What follows belongs to an exercise in optimizing a design on an open flow for small area; a production flow would make more cautious choices.
At most, simulation tests tie the RTL to the original design; equivalence was not proved.
Function not checked in run 2: the RTL went through the layout flow alone.

==> design.v <==
`timescale 1ns / 1ps
module fft16_top(
    input clk,
    input rst,
    input [15:0] data_in,
    input [3:0] write_addr,
    input we,
    input [3:0] read_addr,
    input re,
    output [15:0] data_r,
    output [15:0] data_i
    );
    function [15:0] tr17; input [16:0] s; tr17 = {s[16], s[14:0]}; endfunction
    function [15:0] tr18; input [17:0] s; tr18 = {s[17], s[14:0]}; endfunction
    function [15:0] addsub;
        input [15:0] a, b; input sub;
        reg [16:0] s;
        begin
            s = {a[15], a} + ({b[15], b} ^ {17{sub}}) + {16'd0, sub};
            addsub = tr17(s);
        end
    endfunction
    function [15:0] add3;
        input [15:0] a, o1, o2; input c0, c1;
        reg [17:0] s;
        begin
            s = {{2{a[15]}}, a} + {{2{o1[15]}}, o1} + {{2{o2[15]}}, o2} + {17'd0, c0} + {17'd0, c1};
            add3 = tr18(s);
        end
    endfunction
    reg [15:0] x [0:15];
    genvar g;
    generate for (g = 0; g < 16; g = g + 1) begin : smem
        always @(posedge clk)
            if (we && write_addr == g) x[g] <= data_in;
    end endgenerate
    wire k0 = read_addr[0], k1 = read_addr[1], k2 = read_addr[2];
    wire [15:0] A [0:7];
    generate for (g = 0; g < 8; g = g + 1) begin : st1
        assign A[g] = addsub(x[g], x[g+8], k0);
    end endgenerate
    wire [15:0] Cr [0:1];
    wire [15:0] Ci [0:1];
    generate for (g = 0; g < 2; g = g + 1) begin : st3
        wire [15:0] a0 = A[g], a4 = A[g+4], a2 = A[g+2], a6 = A[g+6];
        wire min6 = (a6 == 16'h8000) & k0 & ~k1;
        wire min4 = (a4 == 16'h8000) & k0 & ~k1;
        wire [17:0] x3 = {a2[15], a2, 1'b0} + {{2{a2[15]}}, a2};
        wire [17:0] y3 = {a6[15], a6, 1'b0} + {{2{a6[15]}}, a6};
        wire [22:0] xs, xc, ys, yc, xsum, ysum;
        assign xs = k0 ? {{1{x3[17]}}, x3, 4'b0001} : {a2[15], a2, 6'b111111};
        assign xc = k0 ? ~{{5{x3[17]}}, x3} : {{a6[15], a6} ^ {17{k1}}, 5'b0, k1};
        assign ys = k0 ? {{1{y3[17]}}, y3, 4'b0001} : {a0[15], a0, 6'b111111};
        assign yc = k0 ? ~{{5{y3[17]}}, y3} : {{a4[15], a4} ^ {17{k1}}, 5'b0, k1};
        assign xsum = xs + xc;
        assign ysum = ys + yc;
        wire [15:0] xo = {k0 ? xsum[21] : xsum[22], xsum[20:6]};
        wire [15:0] yo = {k0 ? ysum[21] : ysum[22], ysum[20:6]} & {16{~min6}};
        wire nb = |a2[5:0], n6 = |a6[5:0] & ~min6;
        reg [15:0] pr, o1, o2, pi, o3, o4;
        reg c1, c2, c3, c4;
        always @* begin
            if (!k0) begin
                pr = yo;
                o1 = k1 ? 16'd0 : (xo ^ {16{k2}}); c1 = ~k1 & k2;
                o2 = 16'd0; c2 = 1'b0;
                pi = 16'd0;
                o3 = 16'd0; c3 = 1'b0;
                o4 = k1 ? (xo ^ {16{~k2}}) : 16'd0; c4 = k1 & ~k2;
            end else begin
                pr = a0;
                o1 = xo ^ {16{k1 ^ k2}};  c1 = k1 ? (k2 ? nb : ~nb) : k2;
                o2 = yo ^ {16{~(k1 ^ k2)}}; c2 = k1 ? (k2 ? ~n6 : n6) : ~k2;
                pi = k1 ? a4 : (min4 ? 16'd0 : ~a4);
                o3 = yo ^ {16{~k2}};  c3 = k2 ? n6 : ~n6;
                o4 = xo ^ {16{~k2}};  c4 = k2 ? nb : ~nb;
            end
        end
        wire ci_extra = k0 & ~k1 & ~min4;
        assign Cr[g] = add3(pr, o1, o2, c1, c2);
        wire [17:0] si = {{2{pi[15]}}, pi} + {{2{o3[15]}}, o3} + {{2{o4[15]}}, o4}
                       + {17'd0, c3} + {17'd0, c4} + {17'd0, ci_extra};
        assign Ci[g] = tr18(si);
    end endgenerate
    reg [15:0] ar4, ai4, br4, bi4;
    reg [3:0]  k4;
    always @(posedge clk)
        if (re) begin
            ar4 <= Cr[0]; ai4 <= Ci[0]; br4 <= Cr[1]; bi4 <= Ci[1];
            k4 <= read_addr;
        end
    wire odd4 = k4[0];
    wire [24:0] uar, uai, ubr, ubi;
    prods pr4(br4, odd4, uar, ubr);
    prods pi4(bi4, odd4, uai, ubi);
    wire [15:0] har = uar[23:8], hai = uai[23:8], hbr = ubr[23:8], hbi = ubi[23:8];
    wire n6r = |br4[5:0], n7r = |br4[6:0], n6i = |bi4[5:0], n7i = |bi4[6:0];
    function [16:0] hsel;    
        input [1:0] cls; input [15:0] v, ha, hb; input n6, n7;
        case (cls)
        2'd1: hsel = {1'b0, v};
        2'd2: hsel = {n6, ha};
        2'd3: hsel = {n7, hb};
        default: hsel = 17'd0;
        endcase
    endfunction
    reg [1:0] cr, ci;    
    reg swr, swi;        
    always @* begin
        case (k4[2:0])
        3'd0: begin cr = 1; ci = 0; swr = 0; swi = 0; end
        3'd1: begin cr = 2; ci = 3; swr = 0; swi = 1; end
        3'd2: begin cr = 2; ci = 2; swr = 0; swi = 1; end
        3'd3: begin cr = 3; ci = 2; swr = 0; swi = 1; end
        3'd4: begin cr = 0; ci = 1; swr = 0; swi = 1; end
        3'd5: begin cr = 3; ci = 2; swr = 1; swi = 1; end
        3'd6: begin cr = 2; ci = 2; swr = 1; swi = 1; end
        default: begin cr = 2; ci = 3; swr = 1; swi = 1; end
        endcase
    end
    wire q4 = k4[3];
    wire [16:0] t1 = hsel(cr, br4, har, hbr, n6r, n7r);   
    wire [16:0] t2 = hsel(ci, bi4, hai, hbi, n6i, n7i);   
    wire [16:0] t3 = hsel(cr, bi4, hai, hbi, n6i, n7i);   
    wire [16:0] t4 = hsel(ci, br4, har, hbr, n6r, n7r);   
    wire s1 = swr ^ q4, s2 = swi ^ ~q4, s3 = swr ^ q4, s4 = swi ^ q4;
    wire [15:0] o1 = t1[15:0] ^ {16{s1}}, o2 = t2[15:0] ^ {16{s2}};
    wire [15:0] o3 = t3[15:0] ^ {16{s3}}, o4 = t4[15:0] ^ {16{s4}};
    wire c1 = s1 ^ (swr & t1[16]), c2 = s2 ^ (swi & t2[16]);
    wire c3 = s3 ^ (swr & t3[16]), c4 = s4 ^ (swi & t4[16]);
    assign data_r = add3(ar4, o1, o2, c1, c2);
    assign data_i = add3(ai4, o3, o4, c3, c4);
endmodule
module csa32 #(parameter W = 25) (input [W-1:0] x, y, z, output [W-1:0] s, c);
    assign s = x ^ y ^ z;
    assign c = {(x[W-2:0] & y[W-2:0]) | (z[W-2:0] & (x[W-2:0] | y[W-2:0])), 1'b0};
endmodule
module prods (input [15:0] v, input odd, output [24:0] ua, output [24:0] ub);
    wire [24:0] e = {{9{v[15]}}, v};
    wire [24:0] v3 = (e << 1) + e;
    wire [24:0] s, c;
    csa32 #(25) l1 ({v3[20:0], 4'b0000} | {24'd0, ~odd}, odd ? (e << 3) : 25'd0,
                    v3 ^ {25{~odd}}, s, c);
    assign ua = (s + c) << 2;
    assign ub = ({v3[20:0], 4'b0000} + e) << 1;
endmodule
==> run.sh <==
#!/bin/bash
# synth_recipe.tcl (not shown) runs the flow's synth.tcl, then flattens the netlist and writes it again
# the make line also repeats each setting of config.mk as NAME=value (left out here)
make -C /OpenROAD-flow-scripts/flow DESIGN_CONFIG=/design/flow/config.mk WORK_HOME=/design/flow/orfs CLKGATE_MAP_FILE= SYNTH_SCRIPT=/design/flow/synth_recipe.tcl finish
==> config.mk <==
export PLATFORM = sky130hd
export DESIGN_NAME = fft16_top
export DESIGN_NICKNAME = fft16_top
export VERILOG_FILES = /design/flow/design.v
export SDC_FILE = /design/flow/constraint.sdc
export NUM_CORES = 4
export LEC_CHECK = 0
export CAP_MARGIN = 20
export CORE_MARGIN = 2
export CORE_UTILIZATION = 40
export SLEW_MARGIN = 20
==> constraint.sdc <==
create_clock -name core_clock -period 10.0 [get_ports {clk}]
set_input_delay 2.0000 -clock core_clock [delete_from_list [all_inputs] [get_ports {clk}]]
set_output_delay 2.0000 -clock core_clock [all_outputs]
set_load 0.01 [all_outputs]
==> results of run 1 <==
synth_stat cells, drive strengths merged, types with 14 or more instances:
cell type / number
nor2: 370
a31oi: 39
o21bai: 59
a31o: 14
buf: 57
nand4: 22
a21boi: 51
nor2b: 46
xor2: 287
o22ai: 49
a21oi: 305
a22o: 14
o31ai: 22
mux2: 26
nand2b: 46
fa: 156
a211oi: 27
o21ai: 205
inv: 438
a22oi: 45
clkbuf: 102
edfxtp: 324
and3: 17
nand2: 348
and2: 25
o21a: 55
a21o: 101
ha: 517
a221oi: 23
mux2i: 43
nand3: 78
xnor2: 484
or3: 24
nor3: 82
layout make-up:
class                           count  area [µm²]
Clock inverter                     21       256.5
Multi-Input combinational cell   3799       31900
Fill cell                        9763       51630
Timing Repair Buffer              786        6102
Clock buffer                       36       794.5
Tap cell                         1380        1727
Inverter                          439        1650
Sequential cell                   324        9729
cell usage in the layout, fill, tap and decap left out, drive strengths merged, types with 23 or more instances in the layout:
| master | synthesis | routed |
|---|---|---|
| clkdlybuf4s50 | 0 | 36 |
| edfxtp | 324 | 324 |
| a21boi | 51 | 51 |
| nand3 | 78 | 78 |
| xor2 | 287 | 287 |
| xnor2 | 484 | 484 |
| nor3 | 82 | 82 |
| nor2 | 370 | 370 |
| o21ai | 205 | 205 |
| ha | 517 | 517 |
| and2 | 25 | 25 |
| a221oi | 23 | 23 |
| or3 | 24 | 24 |
| a211oi | 27 | 27 |
| nand2 | 348 | 348 |
| o22ai | 49 | 49 |
| a21oi | 305 | 305 |
| o21a | 55 | 55 |
| a22oi | 45 | 45 |
| nand2b | 46 | 46 |
| mux2 | 26 | 26 |
| a21o | 101 | 101 |
| fa | 156 | 156 |
| buf | 57 | 743 |
| o21bai | 59 | 59 |
| inv | 438 | 440 |
| nor2b | 46 | 46 |
| clkbuf | 102 | 36 |
| a31oi | 39 | 39 |
| mux2i | 43 | 43 |
critical path: cells and delay by family (launching register included):
family	cells	cell delay (ns)
buf+inv	9	1.09
simple gates	1	0.18
compound gates	18	3.18
xor+xnor	4	0.46
mux	1	0.13
fa+ha+maj	5	1.98
flops	1	0.44
worst paths after layout:
path	from	endpoint	slack, ns
worst max-delay path	bi4[1]$_DFFE_PP_	data_r[14]	-0.06
worst min-delay path	x[1][0]$_DFFE_PP_	br4[0]$_DFFE_PP_	1.32
worst max register to register	x[10][0]$_DFFE_PP_	ai4[15]$_DFFE_PP_	1.55
worst min register to register	x[1][0]$_DFFE_PP_	br4[0]$_DFFE_PP_	1.32
cells by family after synthesis:
family / synth area share [%]
adder cells (fa/ha/maj): 22.84
AND/OR/NAND/NOR: 12.43
buffers and inverters: 5.412
flip-flops: 23.16
XOR/XNOR: 16.20
multiplexers: 1.731
AO/OA/AOI/OAI: 18.22
flip-flops by register name, summed over array words and instances (netlist names):
| name | cells |
|---|---|
| ar4 | 16 |
| bi4 | 16 |
| br4 | 16 |
| k4 | 4 |
| x | 256 |
| ai4 | 16 |
what timing repair did:
item	in CTS	in global routing
setup buffers	36	29
pin swaps	101	128
resized for setup	160	242
setup endpoints to repair	18	34
hold endpoints to repair	0	0
per-layer routing:
metal,up-vias,GRT usage [%]
met2,771,36.32
li1,17930,-
met4,0,6.492
met5,-,0
met1,17270,30.29
met3,171,1.365
per-stage QoR:
| step | setup TNS (ns) | setup WS, ns |
|---|---|---|
| after floorplan | -0.1098 | -0.05955 |
| after global placement | -3.759 | -0.5605 |
| after detailed placement | -5.381 | -0.6704 |
| after CTS | -0.1437 | -0.1110 |
| after global routing | -2.056 | -0.4081 |
| final | -0.05616 | -0.05616 |
==> impl_metrics.env, run 1 <==
export IMPL_grt_pass1_vias=34600
export IMPL_netlist_area_um2=42000
export IMPL_rows=118
export IMPL_initial_utilization_pct=40.47
export IMPL_via_per_inst=5.328
export IMPL_cts_hold_buf=0
export IMPL_die_area_um2=107600
export IMPL_wl_per_cell_um=17.86
export IMPL_placed_cells=6669
export IMPL_top_layer="met4"
export IMPL_yosysUniqueCellTypes=96
export IMPL_drive_gt1_share_pct=21.52
export IMPL_cp_common_cell="a21oi_2"
export IMPL_clockBufferDepth=3
export IMPL_firstDrtPassIters=6
export IMPL_slowest_delay_ns=0.54
export IMPL_critPathRequiredTime_ns=8.00
export IMPL_wl_met2_mm=56.27
export IMPL_die_h_um=328.1
export IMPL_cts_tree="built"
export IMPL_yosys_warnings=2
export IMPL_status="finished with violations"
export IMPL_grt_max_degree=123
export IMPL_nets=6082
export IMPL_ys_top_cells_by_area="edfxtp_1 (23%), ha_1 (15%), xnor2_1 (10%)"
export IMPL_clk_pin_slew_ns=0.06
export IMPL_synth_top_cell_by_area="edfxtp_1"
export IMPL_syn_area_per_cell_um2=8.897
export IMPL_async_flop_share_pct=0
export IMPL_clock_sink_count=324
export IMPL_grt_usage_pct=21.78
export IMPL_holdWs_ns=1.319
export IMPL_syn_nets=5422
export IMPL_antenna_found_initial=0
export IMPL_critPathMaxFanout=3
export IMPL_worst_pin_slew_ns=1.175
export IMPL_vias=36150
export IMPL_drv_slew=0
export IMPL_htreeDepth=1
export IMPL_slew_headroom_pct=21.39
export IMPL_timing_final_ws_setup_ns=-0.05616
export IMPL_ys_seq_area_share_pct=23.16
export IMPL_r2r_worst_path_cells=34
export IMPL_synth_main_ff_cell="edfxtp_1"
export IMPL_synth_top_area_share_pct=23.16
export IMPL_antenna_left=0
export IMPL_final_hold_viol_count=0
export IMPL_grt_overflow_total=0
export IMPL_grt_pass1_wl_mm=187.6
export IMPL_hp_class="reg -> reg"
export IMPL_max_freq_mhz=99.44
export IMPL_routed_wl_mm=121.2
export IMPL_worstSetupStartpointType="register"
export IMPL_rsz0062_at_grt="true"
export IMPL_gp_routability_congestion=0.9348
export IMPL_wl_met1_mm=56.40
export IMPL_syn2layout_area_growth_pct=24.17
export IMPL_finalCritPeriodShare_pct=100.6
export IMPL_diodes=0
export IMPL_finalClockSkew_ns=0.009433
export IMPL_hold_depth=5
export IMPL_setup_viol=1
export IMPL_fin_cells=6785
export IMPL_syn_inst=4721
export IMPL_drc=0
export IMPL_ys_seq_elements=324
export IMPL_period_minus_slack_ns=10.06
export IMPL_clkLatencyLatePin_ns=0.60
export IMPL_root_buffer="clkbuf_16"
export IMPL_path_class="reg -> out"
export IMPL_fp_dieW_um=328.1
export IMPL_wl_met3_mm=4.810
export IMPL_violatedChecks="setup timing"
export IMPL_place_area_um2=48930
export IMPL_cp_slowest_cell="fa_1"
export IMPL_cap_viol_max_count=0
export IMPL_core_um2=103800
export IMPL_critPathCaptureType="output pin"
export IMPL_io_buffers=58
export IMPL_cts_buffers=31
export IMPL_fin_area_um2=52160
export IMPL_ios=60
export IMPL_finish_utilization_pct=50.25
export IMPL_place_hpwl_mm=95.41
export IMPL_dr_first_iter_drc_count=2454
export IMPL_synth_edf_count=324
export IMPL_crit_arrival_ns=8.06
==> inputs of run 2 (changes only) <==
--- a/design.v
+++ b/design.v
@@ -28,30 +28,50 @@
             add3 = tr18(s);
         end
     endfunction
-    reg [15:0] x [0:15];
+    reg [16:0] S [0:7];
+    reg [16:1] Dh [0:7];
+    wire [16:0] D [0:7];
     genvar g;
-    generate for (g = 0; g < 16; g = g + 1) begin : smem
+    wire [2:0] wp = write_addr[2:0];
+    wire whi = write_addr[3];
+    reg [16:0] s_old, d_old;
+    integer q;
+    always @* begin
+        s_old = S[0]; d_old = D[0];
+        for (q = 1; q < 8; q = q + 1)
+            if (wp == q) begin s_old = S[q]; d_old = D[q]; end
+    end
+    wire [17:0] osum = {s_old[16], s_old} + ({d_old[16], d_old} ^ {18{~whi}}) + {17'd0, ~whi};
+    wire [15:0] o = osum[16:1];
+    wire [16:0] s_new = {data_in[15], data_in} + {o[15], o};
+    wire [15:0] dpos = whi ? o : data_in, dneg = whi ? data_in : o;
+    wire [16:0] d_new = {dpos[15], dpos} + ~{dneg[15], dneg} + 17'd1;
+    generate for (g = 0; g < 8; g = g + 1) begin : smem
         always @(posedge clk)
-            if (we && write_addr == g) x[g] <= data_in;
+            if (we && wp == g) begin S[g] <= s_new; Dh[g] <= d_new[16:1]; end
+        assign D[g] = {Dh[g], S[g][0]};
     end endgenerate
     wire k0 = read_addr[0], k1 = read_addr[1], k2 = read_addr[2];
-    wire [15:0] A [0:7];
+    wire [15:0] AS [0:7];
+    wire [15:0] AD [0:7];
     generate for (g = 0; g < 8; g = g + 1) begin : st1
-        assign A[g] = addsub(x[g], x[g+8], k0);
+        assign AS[g] = tr17(S[g]);
+        assign AD[g] = tr17(D[g]);
     end endgenerate
     wire [15:0] Cr [0:1];
     wire [15:0] Ci [0:1];
     generate for (g = 0; g < 2; g = g + 1) begin : st3
-        wire [15:0] a0 = A[g], a4 = A[g+4], a2 = A[g+2], a6 = A[g+6];
+        wire [15:0] a0 = AD[g], a4 = AD[g+4], a2 = AD[g+2], a6 = AD[g+6];
+        wire [15:0] e0 = AS[g], e4 = AS[g+4], e2 = AS[g+2], e6 = AS[g+6];
         wire min6 = (a6 == 16'h8000) & k0 & ~k1;
         wire min4 = (a4 == 16'h8000) & k0 & ~k1;
         wire [17:0] x3 = {a2[15], a2, 1'b0} + {{2{a2[15]}}, a2};
         wire [17:0] y3 = {a6[15], a6, 1'b0} + {{2{a6[15]}}, a6};
         wire [22:0] xs, xc, ys, yc, xsum, ysum;
-        assign xs = k0 ? {{1{x3[17]}}, x3, 4'b0001} : {a2[15], a2, 6'b111111};
-        assign xc = k0 ? ~{{5{x3[17]}}, x3} : {{a6[15], a6} ^ {17{k1}}, 5'b0, k1};
-        assign ys = k0 ? {{1{y3[17]}}, y3, 4'b0001} : {a0[15], a0, 6'b111111};
-        assign yc = k0 ? ~{{5{y3[17]}}, y3} : {{a4[15], a4} ^ {17{k1}}, 5'b0, k1};
+        assign xs = k0 ? {{1{x3[17]}}, x3, 4'b0001} : {e2[15], e2, 6'b111111};
+        assign xc = k0 ? ~{{5{x3[17]}}, x3} : {{e6[15], e6} ^ {17{k1}}, 5'b0, k1};
+        assign ys = k0 ? {{1{y3[17]}}, y3, 4'b0001} : {e0[15], e0, 6'b111111};
+        assign yc = k0 ? ~{{5{y3[17]}}, y3} : {{e4[15], e4} ^ {17{k1}}, 5'b0, k1};
         assign xsum = xs + xc;
         assign ysum = ys + yc;
         wire [15:0] xo = {k0 ? xsum[21] : xsum[22], xsum[20:6]};
==> flow/run.sh (new file) <==
#!/bin/bash
set -euo pipefail
here="$(pwd)"
rm -rf "$here/orfs_scripts"
cp -r "$FLOW_HOME/scripts" "$here/orfs_scripts"
cp "$here/flow/abc.script" "$here/orfs_scripts/abc_speed.script"
export SCRIPTS_DIR="$here/orfs_scripts"
bash standard.sh > "$here/standard.log" 2>&1
==> flow/abc.script (new file) <==
strash
dc2
dch -f
amap
topo
stime -c
buffer -c
upsize -c
dnsize -c
==> standard.sh (new file) <==
#!/bin/bash
# synth_recipe.tcl (not shown) runs the flow's synth.tcl, then flattens the netlist and writes it again
# the make line also repeats each setting of config.mk as NAME=value (left out here)
make -C /OpenROAD-flow-scripts/flow DESIGN_CONFIG=/design/flow/config.mk WORK_HOME=/design/flow/orfs CLKGATE_MAP_FILE= SYNTH_SCRIPT=/design/flow/synth_recipe.tcl "${@:-finish}"
removed: run.sh
==> impl_metrics.env, run 2 <==
export IMPL_status="finished with violations"
export IMPL_violatedChecks="setup timing"
export IMPL_dr_first_iter_drc_count=2640
export IMPL_min_to="ar4[15]$_DFFE_PP_"
export IMPL_hold_depth=6
export IMPL_slowest_delay_ns=0.60
export IMPL_finalCritPeriodShare_pct=109.5
export IMPL_root_buffer="clkbuf_16"
export IMPL_cap_viol_max_count=0
export IMPL_rows=109
export IMPL_critPathMaxFanout=3
export IMPL_layout_common_cells="inv_1 (656), nor2_1 (473), ha_1 (422), buf_4 (417), edfxtp_1 (332)"
export IMPL_setup_viol=13
export IMPL_rsz0062_at_grt="true"
export IMPL_max_freq_mhz=91.29
export IMPL_ys_seq_area_share_pct=27.71
export IMPL_htreeDepth=2
export IMPL_clk_pin_slew_ns=0.06
export IMPL_r2r_worst_path_cells=40
export IMPL_final_common_cell="inv_1"
export IMPL_wl_met1_mm=50.14
export IMPL_synth_most_common_cell="inv_1"
export IMPL_synth_common_cells="inv_1 (685), nor2_1 (520), ha_1 (440)"
export IMPL_drive_gt1_share_pct=18.21
export IMPL_grt_max_degree=69
export IMPL_regMostFlops="S"
export IMPL_timing_rr_start="S[6][0]$_DFFE_PP_"
export IMPL_finalClockSkew_ns=0.03738
export IMPL_fp_dieW_um=303.9
export IMPL_grt_usage_pct=24.98
export IMPL_syn_inst=4286
export IMPL_initial_utilization_pct=40.52
export IMPL_routed_wl_mm=118.7
export IMPL_fillers=8423
export IMPL_wl_per_cell_um=20.40
export IMPL_die_area_um2=92350
export IMPL_cp_slowest_cell="fa_1"
export IMPL_critPathRequiredTime_ns=8.00
export IMPL_vias=32930
export IMPL_path_class="reg -> out"
export IMPL_synth_edf_count=332
export IMPL_drc=0
export IMPL_clock_sink_count=332
export IMPL_period_minus_slack_ns=10.95
export IMPL_largest_reg_flops=136
export IMPL_firstDrtPassIters=6
export IMPL_final_hold_viol_count=0
export IMPL_ys_seq_elements=332
export IMPL_antenna_left=0
export IMPL_syn2layout_area_growth_pct=19.37
export IMPL_finish_utilization_pct=48.37
export IMPL_place_hpwl_mm=93.08
export IMPL_grt_overflow_total=0
export IMPL_synth_main_ff_cell="edfxtp_1"
export IMPL_core_um2=88780
export IMPL_wl_met2_mm=56.99
export IMPL_ios=60
export IMPL_grt_pass1_vias=31640
export IMPL_worstSetupStartpointType="register"
export IMPL_nets=5249
export IMPL_wl_met3_mm=7.443
export IMPL_top_regs="S x136, Dh x128"
export IMPL_hp_class="reg -> reg"
export IMPL_synth_top_area_share_pct=27.71
export IMPL_worst_pin_slew_ns=1.152
export IMPL_clockBufferDepth=3
export IMPL_slew_headroom_pct=23.23
export IMPL_die_h_um=303.9
export IMPL_ys_top_cells_by_area="edfxtp_1 (28%), ha_1 (15%), fa_1 (8.4%)"
export IMPL_clkLatencyLatePin_ns=0.58
export IMPL_io_buffers=58
export IMPL_top_layer="met4"
export IMPL_syn_area_per_cell_um2=8.393
export IMPL_timing_rr_end="ai4[15]$_DFFE_PP_"
export IMPL_yosys_warnings=3
export IMPL_synth_top_cell_by_area="edfxtp_1"
export IMPL_gp_routability_congestion=0.9191
export IMPL_cp_common_cell="inv_2"
export IMPL_cts_hold_buf=0
export IMPL_via_per_inst=5.656
export IMPL_cts_tree="built"
export IMPL_grt_pass1_wl_mm=179.9
export IMPL_timing_final_ws_setup_ns=-0.9545
export IMPL_syn_nets=4905
export IMPL_yosysUniqueCellTypes=58
export IMPL_critPathCaptureType="output pin"
export IMPL_antenna_found_initial=2
export IMPL_ff2ff_setup_slack_ns=1.03
export IMPL_netlist_area_um2=35970
export IMPL_crit_arrival_ns=8.95
export IMPL_min_from="Dh[0][16]$_DFFE_PP_"
export IMPL_drv_slew=0
export IMPL_cts_buffers=38
export IMPL_async_flop_share_pct=0
run 2: cell count changes after synthesis, moves of 56 or more:
cell | before | now
clkbuf_1 | 102 | 170
o221a_2 | 2 | 61
inv_1 | 433 | 685
xnor2_1 | 483 | 0
xor2_1 | 287 | 0
nand3_1 | 77 | 13
o221ai_1 | 12 | 68
o22ai_1 | 49 | 163
o21ai_0 | 201 | 258
o21a_1 | 55 | 198
nor2_1 | 370 | 520
ha_1 | 517 | 440
run 2: kinds of logic (layout without fill, tap and decap cells):
| kind of cell | Yosys count | after routing | share of synthesized area (%) |
|---|---|---|---|
| AOI/OAI and AO/OA | 1389 | 1389 | 26.29 |
| adders and majority gates | 591 | 591 | 23.71 |
| buffers and inverters | 878 | 1248 | 9.182 |
| DFF | 332 | 332 | 27.71 |
| other | 0 | 1 | 0 |
| and+or+nand+nor | 1096 | 1096 | 13.10 |
run 2: area by class of cell:
type                       count  area, µm²  share of cell area [%]
antenna                        1      2.502                0.005828
clock buffer                  44      994.7                   2.316
clock inverter                22      200.2                  0.4662
inverter                     694       2608                   6.072
multi-input combinational   3076      23820                   55.48
sequential                   332       9970                   23.22
tap                         1165       1458                   3.395
timing repair buffer         488       3885                   9.047
run 2: worst max-delay path: cells and delay by family, from the launching register on:
| kind | cells | cell delay [ns] |
|---|---|---|
| compound gates | 16 | 2.57 |
| simple gates | 20 | 2.53 |
| fa+ha+maj | 6 | 2.03 |
| buf+inv | 12 | 0.85 |
| flops | 1 | 0.41 |
run 2: metal layers:
layer / global-route usage (%) / up-vias
met4: 8.273 / 0
li1: - / 16000
met2: 43.75 / 1134
met1: 32.15 / 15590
met3: 2.591 / 204
met5: 0 / -
run 2: per-stage QoR:
| step | worst slack (ns) | TNS [ns] | cell area (µm²) | cells | hold slack (ns) |
|---|---|---|---|---|---|
| after floorplan | 0.05677 | 0 | 36060 | 4286 | 0.8950 |
| after global routing | -1.369 | -12.82 | 42940 | 5821 | 1.264 |
| after detailed placement | -1.351 | -9.112 | 40440 | 5706 | 1.143 |
| after CTS | -0.8789 | -7.279 | 42330 | 5807 | 1.170 |
| after global placement | -1.343 | -8.881 | 40410 | 5705 | 1.142 |
| final | -0.9545 | -6.513 | 42940 | 5822 | 1.211 |
run 2: how the worst max path moves through the flow:
stage / start / endpoint / slack (ns) / depth (start not counted)
CTS: br4[1]$_DFFE_PP_ / data_r[15] / -0.88 / 52
floorplan: br4[1]$_DFFE_PP_ / data_i[15] / 0.06 / 50
global placement: br4[1]$_DFFE_PP_ / data_r[15] / -1.34 / 54
global route: br4[2]$_DFFE_PP_ / data_i[15] / -1.37 / 56
detailed placement: br4[1]$_DFFE_PP_ / data_r[15] / -1.35 / 54
finish: br4[1]$_DFFE_PP_ / data_i[15] / -0.95 / 54
run 2: what timing repair did:
item / in CTS / in global routing
setup endpoints to repair: 18 / 19
hold endpoints to repair: 0 / 0
buffers inserted: 38 / 14
pin swaps: 76 / 81
gates resized for setup: 174 / 148
==> inputs of run 3 (changes only) <==
--- a/design.v
+++ b/design.v
@@ -110,9 +110,13 @@
             k4 <= read_addr;
         end
     wire odd4 = k4[0];
-    wire [24:0] uar, uai, ubr, ubi;
-    prods pr4(br4, odd4, uar, ubr);
-    prods pi4(bi4, odd4, uai, ubi);
+    wire [24:0] uar_s, uar_c, ubr_s, ubr_c, uai_s, uai_c, ubi_s, ubi_c;
+    prodA pa_r(br4, odd4, uar_s, uar_c);
+    prodA pa_i(bi4, odd4, uai_s, uai_c);
+    prodB pb_r(br4, ubr_s, ubr_c);
+    prodB pb_i(bi4, ubi_s, ubi_c);
+    wire [24:0] uar = uar_s + uar_c, uai = uai_s + uai_c;
+    wire [24:0] ubr = ubr_s + ubr_c, ubi = ubi_s + ubi_c;
     wire [15:0] har = uar[23:8], hai = uai[23:8], hbr = ubr[23:8], hbi = ubi[23:8];
     wire n6r = |br4[5:0], n7r = |br4[6:0], n6i = |bi4[5:0], n7i = |bi4[6:0];
     function [16:0] hsel;    
@@ -155,12 +159,18 @@
     assign s = x ^ y ^ z;
     assign c = {(x[W-2:0] & y[W-2:0]) | (z[W-2:0] & (x[W-2:0] | y[W-2:0])), 1'b0};
 endmodule
-module prods (input [15:0] v, input odd, output [24:0] ua, output [24:0] ub);
+module prodA (input [15:0] v, input odd, output [24:0] s, output [24:0] c);
     wire [24:0] e = {{9{v[15]}}, v};
-    wire [24:0] v3 = (e << 1) + e;
-    wire [24:0] s, c;
-    csa32 #(25) l1 ({v3[20:0], 4'b0000} | {24'd0, ~odd}, odd ? (e << 3) : 25'd0,
-                    v3 ^ {25{~odd}}, s, c);
-    assign ua = (s + c) << 2;
-    assign ub = ({v3[20:0], 4'b0000} + e) << 1;
+    wire [24:0] ne = ~e;
+    wire [24:0] r1 = {e[16:0], odd ? 8'd20 : 8'd80};
+    wire [24:0] r3 = odd ? (ne << 2) : (e << 2);
+    wire [24:0] r4 = odd ? 25'd0 : (ne << 6);
+    wire [24:0] s1, c1;
+    csa32 #(25) l1 (r1, ne << 4, r3, s1, c1);
+    csa32 #(25) l2 (s1, c1, r4, s, c);
 endmodule
+module prodB (input [15:0] v, output [24:0] s, output [24:0] c);
+    wire [24:0] e = {{9{v[15]}}, v};
+    wire [24:0] ne = ~e;
+    csa32 #(25) l1 ({e[17:0], 7'd32}, ne << 5, e << 1, s, c);
+endmodule
==> impl_metrics.env, run 3 <==
export IMPL_status="timing/DRC/antenna clean"
export IMPL_nets=5072
export IMPL_holdWs_ns=1.169
export IMPL_r2r_worst_path_cells=45
export IMPL_synth_main_ff_cell="edfxtp_1"
export IMPL_clk_pin_slew_ns=0.06
export IMPL_synth_edf_count=332
export IMPL_cts_tree="built"
export IMPL_largest_reg_flops=136
export IMPL_antenna_left=0
export IMPL_finish_utilization_pct=45.16
export IMPL_htreeDepth=2
export IMPL_cpLargestDelayFamily="simple AND/OR/NAND/NOR gates"
export IMPL_clock_sink_count=332
export IMPL_initial_utilization_pct=40.19
export IMPL_slowest_delay_ns=0.58
export IMPL_regMostFlops="S"
export IMPL_path_class="reg -> out"
export IMPL_timing_rr_start="Dh[7][1]$_DFFE_PP_"
export IMPL_grt_overflow_total=0
export IMPL_rows=111
export IMPL_grt_pass1_vias=31030
export IMPL_wl_per_cell_um=20.90
export IMPL_synth_top_area_share_pct=27.19
export IMPL_place_hpwl_mm=91.02
export IMPL_drc=0
export IMPL_synth_common_cells="inv_1 (648), nor2_1 (607), ha_1 (444)"
export IMPL_fillers=8927
export IMPL_grt_max_degree=86
export IMPL_fin_setup_tns_ns=0
export IMPL_grt_usage_pct=24.53
export IMPL_firstDrtPassIters=6
export IMPL_gp_routability_congestion=0.9157
export IMPL_cts_hold_buf=0
export IMPL_finalClockSkew_ns=0.03295
export IMPL_routed_wl_mm=117.4
export IMPL_diodes=0
export IMPL_cts_buffers=38
export IMPL_syn_area_per_cell_um2=8.500
export IMPL_crit_arrival_ns=7.67
export IMPL_place_area_um2=39390
export IMPL_final_hold_viol_count=0
export IMPL_syn2layout_area_growth_pct=12.37
export IMPL_critPathRequiredTime_ns=8.00
export IMPL_synth_top_cell_by_area="edfxtp_1"
export IMPL_netlist_area_um2=36670
export IMPL_syn_inst=4314
export IMPL_max_freq_mhz=103.4
export IMPL_core_um2=91250
export IMPL_setup_viol=0
export IMPL_period_minus_slack_ns=9.674
export IMPL_async_flop_share_pct=0
export IMPL_ff2ff_setup_slack_ns=0.70
export IMPL_fin_area_um2=41200
export IMPL_layout_common_cells="inv_1 (642), nor2_1 (588), ha_1 (436), edfxtp_1 (332), a21oi_1 (297)"
export IMPL_rsz0062_at_grt="true"
export IMPL_io_buffers=58
export IMPL_cp_slowest_cell="fa_1"
export IMPL_vias=31750
export IMPL_ys_seq_area_share_pct=27.19
export IMPL_drive_gt1_share_pct=10.00
export IMPL_ios=60
export IMPL_die_area_um2=94110
export IMPL_hp_class="reg -> reg"
export IMPL_antenna_found_initial=2
export IMPL_fin_cells=5614
export IMPL_via_per_inst=5.655
export IMPL_yosysUniqueCellTypes=66
export IMPL_ys_top_cells_by_area="edfxtp_1 (27%), ha_1 (15%), fa_1 (11%)"
export IMPL_worstSetupStartpointType="register"
export IMPL_finalCritPeriodShare_pct=96.74
export IMPL_critPathMaxFanout=3
export IMPL_slew_headroom_pct=20.53
export IMPL_root_buffer="clkbuf_16"
export IMPL_final_common_cell="inv_1"
export IMPL_dp_slack_ns=-0.04741
export IMPL_placed_cells=5535
export IMPL_clkLatencyLatePin_ns=0.58
export IMPL_cap_viol_max_count=0
export IMPL_syn_nets=4983
export IMPL_worst_path_buf_inv=4
export IMPL_drv_slew=0
export IMPL_synth_most_common_cell="inv_1"
export IMPL_min_to="ar4[15]$_DFFE_PP_"
export IMPL_dr_first_iter_drc_count=2418
export IMPL_hold_depth=5
export IMPL_grt_pass1_wl_mm=177.8
export IMPL_ys_seq_elements=332
export IMPL_worst_pin_slew_ns=1.188
export IMPL_die_h_um=306.8
export IMPL_clockBufferDepth=3
export IMPL_timing_rr_end="bi4[15]$_DFFE_PP_"
export IMPL_top_regs="S x136, Dh x128"
export IMPL_timing_final_ws_setup_ns=0.3258
export IMPL_yosys_warnings=3
export IMPL_min_from="Dh[0][16]$_DFFE_PP_"
export IMPL_fp_dieW_um=306.8
export IMPL_critPathCaptureType="output pin"
-- run 3: cell count changes in the layout (fill, tap and decap cells not counted), sizes merged, moves of 29 or more --
| cell | change |
|---|---|
| inv | -36 |
| a21oi | +29 |
| fa | +46 |
| o221a | -36 |
| nor2 | +87 |
| a22oi | +40 |
| nand2 | -66 |
| buf | -256 |
-- run 3: layout make-up --
class	count	area, µm²	area share (%)
clock buffer	47	984.7	2.390
clock inverter	18	172.7	0.4191
inverter	660	2482	6.025
multi-input combinational	3133	24160	58.64
sequential	332	9970	24.20
tap	1186	1484	3.601
timing repair buffer	238	1949	4.731
-- run 3: worst max path at each step --
stage / startpoint / endpoint / slack [ns] / cells past startpoint
6_report: bi4[3]$_DFFE_PP_ / data_r[15] / 0.33 / 44
5_1_grt: k4[0]$_DFFE_PP_ / data_i[15] / -0.05 / 41
4_1_cts: k4[0]$_DFFE_PP_ / data_r[12] / 0.03 / 35
3_5_place_dp: k4[0]$_DFFE_PP_ / data_r[15] / -0.05 / 41
3_3_place_gp: k4[0]$_DFFE_PP_ / data_r[15] / 0.03 / 41
2_1_floorplan: k4[0]$_DFFE_PP_ / data_i[15] / 0.32 / 45
-- run 3: logic make-up after synthesis --
| logic type | count (synthesis) | share of synthesized area, % |
|---|---|---|
| AOI/OAI and AO/OA | 1389 | 25.27 |
| xor gates and xnor gates | 1 | 0.02389 |
| adders and majority gates | 641 | 25.91 |
| buffers and inverters | 849 | 8.704 |
| DFF | 332 | 27.19 |
| and+or+nand+nor | 1102 | 12.91 |
-- run 3: metal layers --
metal / routed length, µm / track usage, % / vias up
met5: 13 / 0 / -
li1: - / - / 15510
met1: 50560 / 32.64 / 15030
met3: 6921 / 2.412 / 189
met2: 56110 / 42.12 / 1025
met4: 3746 / 7.399 / 2
-- run 3: what timing repair did --
| item | 4_1_cts | 5_1_grt |
|---|---|---|
| setup endpoints to repair | 8 | 11 |
| resized for setup | 47 | 126 |
| pin swaps | 7 | 66 |
| buffers inserted | 0 | 13 |
-- run 3: tightest hold or removal path, stage by stage (launching register included) --
cell and delay, ns:
edfxtp_1 0.34, nor2_1 0.06, a21oi_1 0.16, fa_1 0.22
ha_1 0.14, o32ai_1 0.08
==> inputs of run 4 (changes only) <==
==> flow/abc.script (replaced) <==
strash
dc2
dc2
dch -f
amap
topo
stime -c
buffer -c
upsize -c
dnsize -c
--- a/config.mk
+++ b/config.mk
@@ -8,4 +8,6 @@
 export CAP_MARGIN = 20
 export CORE_MARGIN = 2
 export CORE_UTILIZATION = 40
+export CTS_CLUSTER_DIAMETER = 80
+export CTS_CLUSTER_SIZE = 30
 export SLEW_MARGIN = 20
==> impl_metrics.env, run 4 <==
export IMPL_fin_area_um2=41120
export IMPL_gp_routability_congestion=0.8927
export IMPL_path_class="reg -> out"
export IMPL_top_regs="S x136, Dh x128"
export IMPL_cp_slowest_cell="fa_1"
export IMPL_final_common_cell="inv_1"
export IMPL_firstDrtPassIters=5
export IMPL_worstSetupStartpointType="register"
export IMPL_ys_seq_elements=332
export IMPL_syn_nets=4964
export IMPL_clockBufferDepth=3
export IMPL_rows=111
export IMPL_synth_main_ff_cell="edfxtp_1"
export IMPL_htreeDepth=1
export IMPL_regMostFlops="S"
export IMPL_rsz0062_at_grt="true"
export IMPL_clkLatencyLatePin_ns=0.62
export IMPL_core_um2=91250
export IMPL_fin_setup_tns_ns=0
export IMPL_finish_utilization_pct=45.07
export IMPL_synth_common_cells="inv_1 (629), nor2_1 (564), ha_1 (444)"
export IMPL_grt_pass1_vias=30660
export IMPL_antenna_found_initial=2
export IMPL_cts_tree="built"
export IMPL_slowest_delay_ns=0.51
export IMPL_syn_inst=4295
export IMPL_drc=0
export IMPL_cts_hold_buf=0
export IMPL_grt_usage_pct=23.48
export IMPL_place_hpwl_mm=87.85
export IMPL_die_h_um=306.7
export IMPL_worst_pin_slew_ns=1.197
export IMPL_status="timing/DRC/antenna clean"
export IMPL_synth_compound_area_share_pct=24.41
export IMPL_synthAdderAreaFrac_pct=25.92
export IMPL_yosysUniqueCellTypes=58
export IMPL_grt_max_degree=72
export IMPL_cts_buffers=29
export IMPL_synth_top_family_by_area="adder cells"
export IMPL_critPathMaxFanout=5
export IMPL_clk_pin_slew_ns=0.09
export IMPL_period_minus_slack_ns=9.905
export IMPL_finalCritPeriodShare_pct=99.05
export IMPL_yosys_warnings=3
export IMPL_multi_input_area_um2=24270
export IMPL_synth_xor_xnor_area_share_pct=0
export IMPL_dr_first_iter_drc_count=2355
export IMPL_synth_top_cell_by_area="edfxtp_1"
export IMPL_layout_common_cells="inv_1 (628), nor2_1 (539), ha_1 (429), edfxtp_1 (332), nand2_1 (249)"
export IMPL_synth_most_common_cell="inv_1"
export IMPL_critPathCaptureType="output pin"
export IMPL_slew_headroom_pct=20.19
export IMPL_syn2layout_area_growth_pct=12.19
export IMPL_wl_per_cell_um=20.01
export IMPL_synth_edf_count=332
export IMPL_r2r_worst_path_cells=40
export IMPL_via_per_inst=5.585
export IMPL_final_hold_viol_count=0
export IMPL_max_freq_mhz=101.0
export IMPL_syn_area_per_cell_um2=8.534
export IMPL_drive_gt1_share_pct=10.64
export IMPL_drv_slew=0
export IMPL_place_area_um2=39290
export IMPL_cap_viol_max_count=0
export IMPL_hold_depth=4
export IMPL_synth_simple_area_share_pct=13.90
export IMPL_crit_arrival_ns=7.91
export IMPL_seqCellArea_um2=9970
export IMPL_fp_dieW_um=306.7
export IMPL_initial_utilization_pct=40.17
export IMPL_clock_sink_count=332
export IMPL_synth_mux_area_share_pct=0
export IMPL_ys_top_cells_by_area="edfxtp_1 (27%), ha_1 (15%), fa_1 (11%)"
export IMPL_grt_overflow_total=0
export IMPL_root_buffer="clkbuf_16"
export IMPL_finalClockSkew_ns=0.03719
export IMPL_hp_class="reg -> reg"
export IMPL_setup_viol=0
export IMPL_die_area_um2=94070
export IMPL_ios=60
export IMPL_critPathRequiredTime_ns=8.00
export IMPL_grt_pass1_wl_mm=172.2
export IMPL_synth_top_area_share_pct=27.20
export IMPL_io_buffers=58
export IMPL_fillers=8945
export IMPL_antenna_left=0
export IMPL_async_flop_share_pct=0
export IMPL_routed_wl_mm=111.6
export IMPL_ys_seq_area_share_pct=27.20
export IMPL_nets=5036
export IMPL_largest_reg_flops=136
export IMPL_vias=31150
export IMPL_netlist_area_um2=36650
-- run 4: changes by cell type after synthesis, moves of 16 or more --
| cell | previous run | this run |
|---|---|---|
| a21oi_1 | 323 | 256 |
| a221oi_1 | 91 | 75 |
| a22oi_1 | 50 | 32 |
| inv_1 | 648 | 629 |
| nand2_1 | 221 | 256 |
| nand2b_1 | 73 | 98 |
| nor2_1 | 607 | 564 |
| o21a_1 | 197 | 219 |
| o21bai_1 | 37 | 20 |
| o22ai_1 | 147 | 163 |
| or2_2 | 32 | 61 |
-- run 4: worst paths after layout --
check,from,to,slack (ns)
setup / recovery,k4[0]$_DFFE_PP_,data_i[15],0.09
hold / removal,S[1][0]$_DFFE_PP_,br4[0]$_DFFE_PP_,1.21
setup reg to reg,Dh[6][1]$_DFFE_PP_,ai4[15]$_DFFE_PP_,0.98
hold reg to reg,S[1][0]$_DFFE_PP_,br4[0]$_DFFE_PP_,1.21
-- run 4: worst max-delay path, delay by kind of cell, from the launching register on --
kind	cells	cell delay (ns)
and+or+nand+nor	19	2.16
AOI/OAI and AO/OA	10	1.62
DFF	1	0.41
buffers and inverters	5	0.72
adders and majority gates	6	2.32
-- run 4: area by class of cell --
cell class                 instances  share of cell area, %
clock buffer                      29                  1.765
multi-input combinational       3131                  59.01
antenna                            1               0.006085
timing repair buffer             234                  4.625
tap                             1186                  3.608
clock inverter                    25                 0.8915
sequential                       332                  24.24
inverter                         639                  5.851
-- run 4: metal layers --
| layer | part of all wire [%] | global-route usage, % | vias up |
|---|---|---|---|
| met1 | 44 | 31.16 | 14710 |
| li1 | - | - | 15350 |
| met5 | 0 | 0 | - |
| met4 | 2.8 | 6.304 | 0 |
| met3 | 5.5 | 1.744 | 174 |
| met2 | 48 | 41.18 | 919 |
-- run 4: cells by family (layout without fill, tap and decap cells) --
family,count (synthesis),after routing
other cells,0,1
fa+ha+maj,641,641
compound gates,1329,1329
simple gates,1161,1161
buf+inv,832,927
flops,332,332
-- run 4: what timing repair did --
action,in CTS,in global routing
gates resized for setup,60,117
endpoints found under the setup margin,9,11
pin swaps,12,68
buffers inserted,1,15
hold endpoints to repair,0,0
-- run 4: metrics by stage --
stage,hold slack (ns),cells,setup WS [ns]
global route,1.248,5576,-0.4703
finish,1.206,5577,0.09454
floorplan,0.9569,4295,0.1187
detailed placement,1.159,5508,-0.4385
global placement,1.145,5508,-0.4188
CTS,1.184,5562,-0.1604
==> inputs of run 5 (changes only) <==
==> flow/abc.script (replaced) <==
strash
dc2
dch -f
amap
topo
stime -c
buffer -c
upsize -c
dnsize -c
==> impl_metrics.env, run 5 <==
export IMPL_status="timing/DRC/antenna clean"
export IMPL_grt_usage_pct=24.37
export IMPL_startpoint="k4[0]$_DFFE_PP_"
export IMPL_htreeDepth=1
export IMPL_seqCellArea_um2=9970
export IMPL_antenna_found_initial=2
export IMPL_hp_class="reg -> reg"
export IMPL_firstDrtPassIters=6
export IMPL_ys_seq_elements=332
export IMPL_grt_max_degree=86
export IMPL_rsz0062_at_grt="true"
export IMPL_gp_routability_congestion=0.9157
export IMPL_synth_top_area_share_pct=27.19
export IMPL_via_per_inst=5.657
export IMPL_clockBufferDepth=3
export IMPL_timing_rr_end="bi4[15]$_DFFE_PP_"
export IMPL_synth_top_cell_by_area="edfxtp_1"
export IMPL_yosysUniqueCellTypes=66
export IMPL_syn2layout_area_growth_pct=11.71
export IMPL_diodes=0
export IMPL_period_minus_slack_ns=9.746
export IMPL_root_buffer="clkbuf_16"
export IMPL_final_common_cell="inv_1"
export IMPL_netlist_area_um2=36670
export IMPL_nets=5061
export IMPL_holdWs_ns=1.186
export IMPL_multi_input_area_um2=24160
export IMPL_crit_arrival_ns=7.75
export IMPL_setup_viol=0
export IMPL_grt_overflow_total=0
export IMPL_top_regs="S x136, Dh x128"
export IMPL_cts_buffers=25
export IMPL_rows=111
export IMPL_finish_utilization_pct=44.89
export IMPL_drc=0
export IMPL_worst_pin_slew_ns=1.214
export IMPL_antenna_left=0
export IMPL_ff2ff_setup_slack_ns=0.80
export IMPL_grt_pass1_vias=30890
export IMPL_place_hpwl_mm=91.02
export IMPL_vias=31660
export IMPL_hold_depth=5
export IMPL_clkLatencyLatePin_ns=0.60
export IMPL_syn_inst=4314
export IMPL_cp_common_cell="nand2b_1"
export IMPL_dr_first_iter_drc_count=2226
export IMPL_syn_nets=4983
export IMPL_ys_top_cells_by_area="edfxtp_1 (27%), ha_1 (15%), fa_1 (11%)"
export IMPL_timing_rr_start="Dh[7][1]$_DFFE_PP_"
export IMPL_min_from="Dh[0][16]$_DFFE_PP_"
export IMPL_min_to="ar4[15]$_DFFE_PP_"
export IMPL_io_buffers=58
export IMPL_drv_slew=0
export IMPL_finalClockSkew_ns=0.02994
export IMPL_slowest_delay_ns=0.51
export IMPL_placed_cells=5535
export IMPL_die_h_um=306.8
export IMPL_ios=60
export IMPL_grt_use_met1_pct=32.44
export IMPL_yosys_warnings=3
export IMPL_regMostFlops="S"
export IMPL_async_flop_share_pct=0
export IMPL_r2r_worst_path_cells=45
export IMPL_initial_utilization_pct=40.19
export IMPL_final_hold_viol_count=0
export IMPL_synth_edf_count=332
export IMPL_cap_viol_max_count=0
export IMPL_synth_common_cells="inv_1 (648), nor2_1 (607), ha_1 (444)"
export IMPL_busiest_layer="met2"
export IMPL_largest_reg_flops=136
export IMPL_die_area_um2=94110
export IMPL_layout_common_cells="inv_1 (642), nor2_1 (587), ha_1 (436), edfxtp_1 (332), a21oi_1 (296)"
export IMPL_synth_most_common_cell="inv_1"
export IMPL_synth_main_ff_cell="edfxtp_1"
export IMPL_critPathMaxFanout=12
export IMPL_critPathRequiredTime_ns=8.00
export IMPL_ys_seq_area_share_pct=27.19
export IMPL_syn_area_per_cell_um2=8.500
export IMPL_fin_cells=5596
export IMPL_cp_slowest_cell="fa_1"
export IMPL_slew_headroom_pct=18.74
export IMPL_routed_wl_mm=116.9
export IMPL_fillers=8943
export IMPL_drive_gt1_share_pct=10.00
export IMPL_clock_sink_count=332
export IMPL_fp_dieW_um=306.8
export IMPL_max_freq_mhz=102.6
export IMPL_finalCritPeriodShare_pct=97.46
export IMPL_grtUsageMet3_pct=2.240
export IMPL_core_um2=91250
export IMPL_clk_pin_slew_ns=0.09
export IMPL_grt_pass1_wl_mm=177.1
export IMPL_wl_per_cell_um=20.89
export IMPL_critPathCaptureType="output pin"
export IMPL_cts_tree="built"
export IMPL_cts_hold_buf=0
export IMPL_met2_usage_pct=41.83
export IMPL_path_class="reg -> out"
export IMPL_worstSetupStartpointType="register"
-- run 5: cell types whose count changed in the layout (fill, tap and decap cells not counted), sizes merged, moves of 22 or more --
cell and delta:
o21a -22, nand2 -34, nand2b -25, a21oi +66
or2 -30, nor2 +43
-- run 5: how the worst max path moves through the flow --
stage                 endpoint  depth (start not counted)
floorplan           data_i[15]                         45
global placement    data_r[15]                         41
detailed placement  data_r[15]                         41
CTS                 data_r[12]                         35
global route        data_r[15]                         41
finish              data_r[15]                         40
-- run 5: cells by family after synthesis --
group | count (synthesis) | synth area share (%)
adders and majority gates | 641 | 25.91
DFF | 332 | 27.19
and+or+nand+nor | 1102 | 12.91
buffers and inverters | 849 | 8.704
xor gates and xnor gates | 1 | 0.02389
AOI/OAI and AO/OA | 1389 | 25.27
-- run 5: final cells by class --
class | instances | share of cell area, %
clock buffers | 26 | 1.536
flip-flops and latches | 332 | 24.34
multi-input cells | 3133 | 58.97
clock inverters | 19 | 0.6781
repair buffers | 240 | 4.795
inverters | 660 | 6.060
well taps | 1186 | 3.623
-- run 5: timing repair --
item | CTS | global route
pin swaps | 7 | 69
setup endpoints to repair | 8 | 11
setup buffers | 1 | 14
resized for setup | 49 | 123
-- run 5: critical path, delay by kind of cell (launching register included) --
kind / cells / cell delay, ns
fa+ha+maj: 6 / 2.24
flops: 1 / 0.44
buf+inv: 7 / 0.88
simple gates: 15 / 1.34
compound gates: 12 / 2.26
-- run 5: stage by stage --
stage	TNS, ns	cell area [µm²]	setup slack (ns)
global placement	0	39390	0.03470
detailed placement	-0.04741	39390	-0.04741
floorplan	0	36670	0.3184
finish	0	40960	0.2539
CTS	0	40390	0.001573
global route	-0.1649	40960	-0.07951
-- run 5: layer usage --
| layer | vias to the layer above | wire length (µm) |
|---|---|---|
| li1 | 15470 | - |
| met1 | 15060 | 50310 |
| met2 | 943 | 55710 |
| met3 | 187 | 6986 |
| met4 | 2 | 3874 |
| met5 | - | 13 |
==> inputs of run 6 (changes only) <==
==> flow/abc.script (replaced) <==
strash
dch
map -a
topo
stime -c
buffer -c
upsize -c
dnsize -c
==> impl_metrics.env, run 6 <==
export IMPL_status="timing/DRC/antenna clean"
export IMPL_core_um2=95150
export IMPL_synth_simple_area_share_pct=12.08
export IMPL_grt_max_degree=76
export IMPL_path_class="reg -> out"
export IMPL_initial_utilization_pct=40.47
export IMPL_root_buffer="clkbuf_16"
export IMPL_htreeDepth=1
export IMPL_wl_per_cell_um=20.94
export IMPL_final_hold_viol_count=0
export IMPL_period_minus_slack_ns=9.447
export IMPL_fin_setup_tns_ns=0
export IMPL_top_regs="S x136, Dh x128"
export IMPL_cap_viol_max_count=0
export IMPL_worst_pin_slew_ns=1.150
export IMPL_rows=113
export IMPL_r2r_worst_path_cells=37
export IMPL_syn2layout_area_growth_pct=8.419
export IMPL_grt_overflow_total=0
export IMPL_routed_wl_mm=124.8
export IMPL_yosys_warnings=3
export IMPL_startpoint="k4[0]$_DFFE_PP_"
export IMPL_placed_cells=5907
export IMPL_synth_top_area_share_pct=25.89
export IMPL_async_flop_share_pct=0
export IMPL_finalClockSkew_ns=0.02663
export IMPL_synth_top_family_by_area="adder cells"
export IMPL_firstDrtPassIters=5
export IMPL_place_hpwl_mm=98.13
export IMPL_grt_pass1_vias=32520
export IMPL_ys_seq_area_share_pct=25.89
export IMPL_cp_slowest_cell="clkdlybuf4s50_1"
export IMPL_ff2ff_setup_slack_ns=1.76
export IMPL_gp_routability_congestion=0.9775
export IMPL_finalCritPeriodShare_pct=94.47
export IMPL_antenna_found_initial=1
export IMPL_crit_arrival_ns=7.45
export IMPL_multi_input_area_um2=25460
export IMPL_drc=0
export IMPL_ys_top_cells_by_area="edfxtp_1 (26%), ha_1 (14%), fa_1 (10%)"
export IMPL_synth_main_ff_cell="edfxtp_1"
export IMPL_grt_usage_pct=24.92
export IMPL_timing_rr_end="ai4[15]$_DFFE_PP_"
export IMPL_yosysUniqueCellTypes=59
export IMPL_cts_hold_buf=0
export IMPL_grt_pass1_wl_mm=189.3
export IMPL_vias=32950
export IMPL_final_common_cell="inv_1"
export IMPL_fp_dieW_um=314.3
export IMPL_hp_class="reg -> reg"
export IMPL_worstSetupStartpointType="register"
export IMPL_cp_common_cell="nor2_1"
export IMPL_syn_area_per_cell_um2=8.222
export IMPL_clock_sink_count=332
export IMPL_die_area_um2=98760
export IMPL_synth_compound_area_share_pct=19.36
export IMPL_synth_common_cells="inv_1 (672), nand2_1 (519), a21oi_1 (512)"
export IMPL_clkLatencyLatePin_ns=0.60
export IMPL_slew_headroom_pct=22.81
export IMPL_max_freq_mhz=105.9
export IMPL_fin_cells=5962
export IMPL_synth_mux_area_share_pct=0.02600
export IMPL_regMostFlops="S"
export IMPL_antenna_left=0
export IMPL_critPathRequiredTime_ns=8.00
export IMPL_largest_reg_flops=136
export IMPL_ys_seq_elements=332
export IMPL_cts_buffers=26
export IMPL_dr_first_iter_drc_count=2412
export IMPL_netlist_area_um2=38500
export IMPL_drv_slew=0
export IMPL_ios=60
export IMPL_synth_most_common_cell="inv_1"
export IMPL_synth_edf_count=332
export IMPL_setup_viol=0
export IMPL_die_h_um=314.3
export IMPL_io_buffers=58
export IMPL_seqCellArea_um2=9970
export IMPL_layout_common_cells="inv_1 (668), nand2_1 (519), a21oi_1 (509), ha_1 (444), o21ai_0 (412)"
export IMPL_cts_tree="built"
export IMPL_critPathMaxFanout=15
export IMPL_clk_pin_slew_ns=0.09
export IMPL_slowest_delay_ns=0.56
export IMPL_clockBufferDepth=3
export IMPL_critPathCaptureType="output pin"
export IMPL_fillers=9438
export IMPL_syn_inst=4683
export IMPL_nets=5345
export IMPL_syn_nets=5352
export IMPL_rsz0062_at_grt="false"
export IMPL_synthAdderAreaFrac_pct=24.67
export IMPL_timing_rr_start="S[6][0]$_DFFE_PP_"
export IMPL_synth_top_cell_by_area="edfxtp_1"
export IMPL_via_per_inst=5.527
export IMPL_synth_xor_xnor_area_share_pct=9.596
export IMPL_cp_endpoint="data_i[13]"
export IMPL_drive_gt1_share_pct=4.493
[run 6: worst min-delay path by stage]
stage,from,to,slack (ns),cells past startpoint
after global placement,S[1][0]$_DFFE_PP_,br4[0]$_DFFE_PP_,1.03,4
after CTS,S[1][0]$_DFFE_PP_,br4[0]$_DFFE_PP_,1.08,4
after global routing,S[1][0]$_DFFE_PP_,br4[0]$_DFFE_PP_,1.15,4
after floorplan,S[1][0]$_DFFE_PP_,br4[0]$_DFFE_PP_,0.87,4
after detailed placement,S[1][0]$_DFFE_PP_,br4[0]$_DFFE_PP_,1.06,4
final,S[1][0]$_DFFE_PP_,br4[0]$_DFFE_PP_,1.11,4
[run 6: layout make-up]
| class | instances | share of cell area (%) |
|---|---|---|
| diodes | 1 | 0.005994 |
| clock buffers | 28 | 1.627 |
| clock inverters | 20 | 0.6953 |
| inverters | 686 | 6.204 |
| multi-input cells | 3493 | 61.00 |
| flip-flops and latches | 332 | 23.88 |
| well taps | 1265 | 3.791 |
| repair buffers | 137 | 2.799 |
[run 6: cell families after synthesis]
group	count (synthesis)
DFF	332
and+or+nand+nor	1123
adders and majority gates	641
muxes	1
AOI/OAI and AO/OA	1307
buffers and inverters	858
xor gates and xnor gates	421
[run 6: through the flow]
step           setup WS, ns  hold slack, ns  utilization, %  area, µm²
2_1_floorplan         1.210          0.8708               -      38500
3_3_place_gp         0.6983           1.034           42.75      40680
3_5_place_dp         0.6522           1.056           42.76      40690
4_1_cts             0.04001           1.080           43.78      41660
5_1_grt             0.01779           1.150           43.87      41740
6_report             0.5531           1.111           43.87      41750
[run 6: what timing repair did]
item                       4_1_cts  5_1_grt
pin swaps                        0        1
setup endpoints to repair        1        8
setup buffers                    0        6
gates resized for setup          1       15
[run 6: metal layers]
layer / global-route usage, % / vias up / part of all wire [%]
li1: - / 15930 / -
met4: 8.264 / 0 / 3.7
met3: 2.299 / 229 / 6.7
met1: 32.46 / 15650 / 41
met5: 0 / - / 0
met2: 43.36 / 1141 / 48
[run 6: worst max-delay path, delay by kind of cell (launching register included)]
kind            cells  cell delay, ns
xor+xnor            2            0.51
fa+ha+maj           6            2.33
simple gates        7            0.86
flops               1            0.43
buf+inv             3            0.98
compound gates     10            1.72
==> inputs of run 7 (changes only) <==
--- a/design.v
+++ b/design.v
@@ -44,8 +44,7 @@
     wire [17:0] osum = {s_old[16], s_old} + ({d_old[16], d_old} ^ {18{~whi}}) + {17'd0, ~whi};
     wire [15:0] o = osum[16:1];
     wire [16:0] s_new = {data_in[15], data_in} + {o[15], o};
-    wire [15:0] dpos = whi ? o : data_in, dneg = whi ? data_in : o;
-    wire [16:0] d_new = {dpos[15], dpos} + ~{dneg[15], dneg} + 17'd1;
+    wire [16:0] d_new = ({o[15], o} ^ {17{~whi}}) + ({data_in[15], data_in} ^ {17{whi}}) + 17'd1;
     generate for (g = 0; g < 8; g = g + 1) begin : smem
         always @(posedge clk)
             if (we && wp == g) begin S[g] <= s_new; Dh[g] <= d_new[16:1]; end
==> flow/abc.script (replaced) <==
strash
dc2
dch -f
amap
topo
stime -c
buffer -c
upsize -c
dnsize -c
==> impl_metrics.env, run 7 <==
export IMPL_grtUsageMet3_pct=2.039
export IMPL_syn_inst=4285
export IMPL_grt_use_met1_pct=32.03
export IMPL_grt_overflow_total=0
export IMPL_ys_top_cells_by_area="edfxtp_1 (27%), ha_1 (15%), fa_1 (11%)"
export IMPL_final_common_cell="inv_1"
export IMPL_vias=31240
export IMPL_drive_gt1_share_pct=7.637
export IMPL_setup_viol=0
export IMPL_grt_pass1_vias=30230
export IMPL_period_minus_slack_ns=9.764
export IMPL_cp_slowest_cell="fa_1"
export IMPL_dr_first_iter_drc_count=2121
export IMPL_hold_depth=5
export IMPL_grt_pass1_wl_mm=174.9
export IMPL_min_from="Dh[0][16]$_DFFE_PP_"
export IMPL_synth_top_cell_by_area="edfxtp_1"
export IMPL_ff2ff_setup_slack_ns=0.92
export IMPL_cts_tree="built"
export IMPL_layout_common_cells="inv_1 (637), nor2_1 (605), ha_1 (442), edfxtp_1 (332), a21oi_1 (331)"
export IMPL_rsz0062_at_grt="true"
export IMPL_critPathCaptureType="output pin"
export IMPL_regMostFlops="S"
export IMPL_root_buffer="clkbuf_16"
export IMPL_syn_area_per_cell_um2=8.530
export IMPL_synth_top_area_share_pct=27.28
export IMPL_antenna_found_initial=3
export IMPL_min_to="ar4[15]$_DFFE_PP_"
export IMPL_drv_slew=0
export IMPL_critPathRequiredTime_ns=8.00
export IMPL_clockBufferDepth=3
export IMPL_grt_max_degree=100
export IMPL_dp_slack_ns=0.2551
export IMPL_r2r_worst_path_cells=44
export IMPL_async_flop_share_pct=0
export IMPL_worst_pin_slew_ns=1.186
export IMPL_final_hold_viol_count=0
export IMPL_status="timing/DRC/antenna clean"
export IMPL_ys_seq_elements=332
export IMPL_cpLargestDelayFamily="compound AO/OA/AOI/OAI gates"
export IMPL_slew_headroom_pct=20.94
export IMPL_synth_main_ff_cell="edfxtp_1"
export IMPL_ys_seq_area_share_pct=27.28
export IMPL_clock_sink_count=332
export IMPL_core_um2=90290
export IMPL_critPathMaxFanout=11
export IMPL_htreeDepth=1
export IMPL_timing_rr_start="Dh[6][2]$_DFFE_PP_"
export IMPL_yosys_warnings=3
export IMPL_firstDrtPassIters=6
export IMPL_syn2layout_area_growth_pct=10.13
export IMPL_die_area_um2=93810
export IMPL_fin_cells=5525
export IMPL_fp_dieW_um=306.3
export IMPL_synth_edf_count=332
export IMPL_syn_nets=4954
export IMPL_clkLatencyLatePin_ns=0.61
export IMPL_met2_usage_pct=42.10
export IMPL_nets=4999
export IMPL_antenna_left=0
export IMPL_path_class="reg -> out"
run 7: cell type report:
cell class	count	area, µm²	area share [%]
clock buffers	26	629.4	1.563
multi-input cells	3118	23780	59.08
well taps	1176	1471	3.655
flip-flops and latches	332	9970	24.77
diodes	2	5.005	0.01243
clock inverters	17	246.5	0.6123
repair buffers	202	1697	4.215
inverters	652	2454	6.095
run 7: metal layers:
metal | wire length, µm | share of wire [%] | up-vias
li1 | - | - | 15360
met1 | 48920 | 43 | 14740
met2 | 54990 | 48 | 1018
met3 | 7095 | 6.2 | 131
met4 | 2885 | 2.5 | 0
met5 | 0 | 0 | -
run 7: cells by family (layout without fill, tap and decap cells):
| group | Yosys count | count (layout) | share of synthesized area, % |
|---|---|---|---|
| other | 0 | 2 | 0 |
| DFF | 332 | 332 | 27.28 |
| adders and majority gates | 641 | 641 | 25.99 |
| AOI/OAI and AO/OA | 1402 | 1402 | 25.60 |
| buffers and inverters | 835 | 897 | 8.619 |
| and+or+nand+nor | 1075 | 1075 | 12.52 |
run 7: timing repair:
item	in CTS	in global routing
hold endpoints to repair	0	0
gates cloned	0	1
pin swaps	1	13
buffers inserted	1	5
setup endpoints to repair	5	10
gates resized for setup	12	79
run 7: tightest hold or removal path, stage by stage, from the launching register on:
cell      delay (ns)
edfxtp_1        0.34
nor2_1          0.05
a21oi_1         0.16
fa_1            0.22
ha_1            0.15
o32ai_1         0.09
run 7: worst max-delay path by stage:
stage / slack [ns] / startpoint / cells after the start / end
after CTS: 0.03 / k4[0]$_DFFE_PP_ / 32 / data_i[12]
after floorplan: 0.52 / k4[0]$_DFFE_PP_ / 44 / data_i[15]
final: 0.24 / k4[0]$_DFFE_PP_ / 41 / data_i[15]
after global placement: 0.30 / k4[0]$_DFFE_PP_ / 40 / data_r[15]
after global routing: -0.37 / k4[0]$_DFFE_PP_ / 41 / data_i[15]
after detailed placement: 0.26 / k4[0]$_DFFE_PP_ / 35 / data_r[14]
run 7: stage by stage:
| stage | instance area (µm²) | util [%] |
|---|---|---|
| floorplan | 36550 | - |
| global placement | 39070 | 43.28 |
| detailed placement | 39090 | 43.30 |
| CTS | 39990 | 44.29 |
| global route | 40250 | 44.58 |
| finish | 40250 | 44.58 |

-- what the ideal ports hide --
How much do the figures lean on ideal ports? The routed layouts below were timed once more, with nothing changed but the port constraints.
Step 1: set_driving_cell puts a clkbuf_16 on clk and a buf_2 on each other input, an assumption about the parent block.
Step 2 moves the port delays by t, midway between the first and last clock arrival at a register: inputs arrive t later, outputs are due t later. That takes back most of the time a late clock gives input paths.
a / b / c = ideal / step 1 / step 2; a / b = the first two.
| run | t (ns) | setup WS [ns] | latest minus earliest clock arrival (ns) |
|---|---|---|---|
| run 1 | 0.652 | -0.056 / -0.116 / -0.202 | 0.014 / 0.014 |
| run 2 | 0.620 | -0.954 / -1.018 / -0.398 | 0.037 / 0.038 |
| run 3 | 0.627 | 0.326 / 0.263 / 0.294 | 0.033 / 0.033 |
| run 4 | 0.671 | 0.095 / 0.026 / 0.372 | 0.037 / 0.038 |
| run 5 | 0.648 | 0.254 / 0.191 / 0.398 | 0.030 / 0.030 |
| run 6 | 0.663 | 0.553 / 0.484 / 0.859 | 0.034 / 0.035 |
| run 7 | 0.642 | 0.236 / 0.173 / 0.233 | 0.062 / 0.062 |
The setup slack of run 1, which loses most, moves by -0.060 ns with the drivers and by -0.146 ns with both steps.
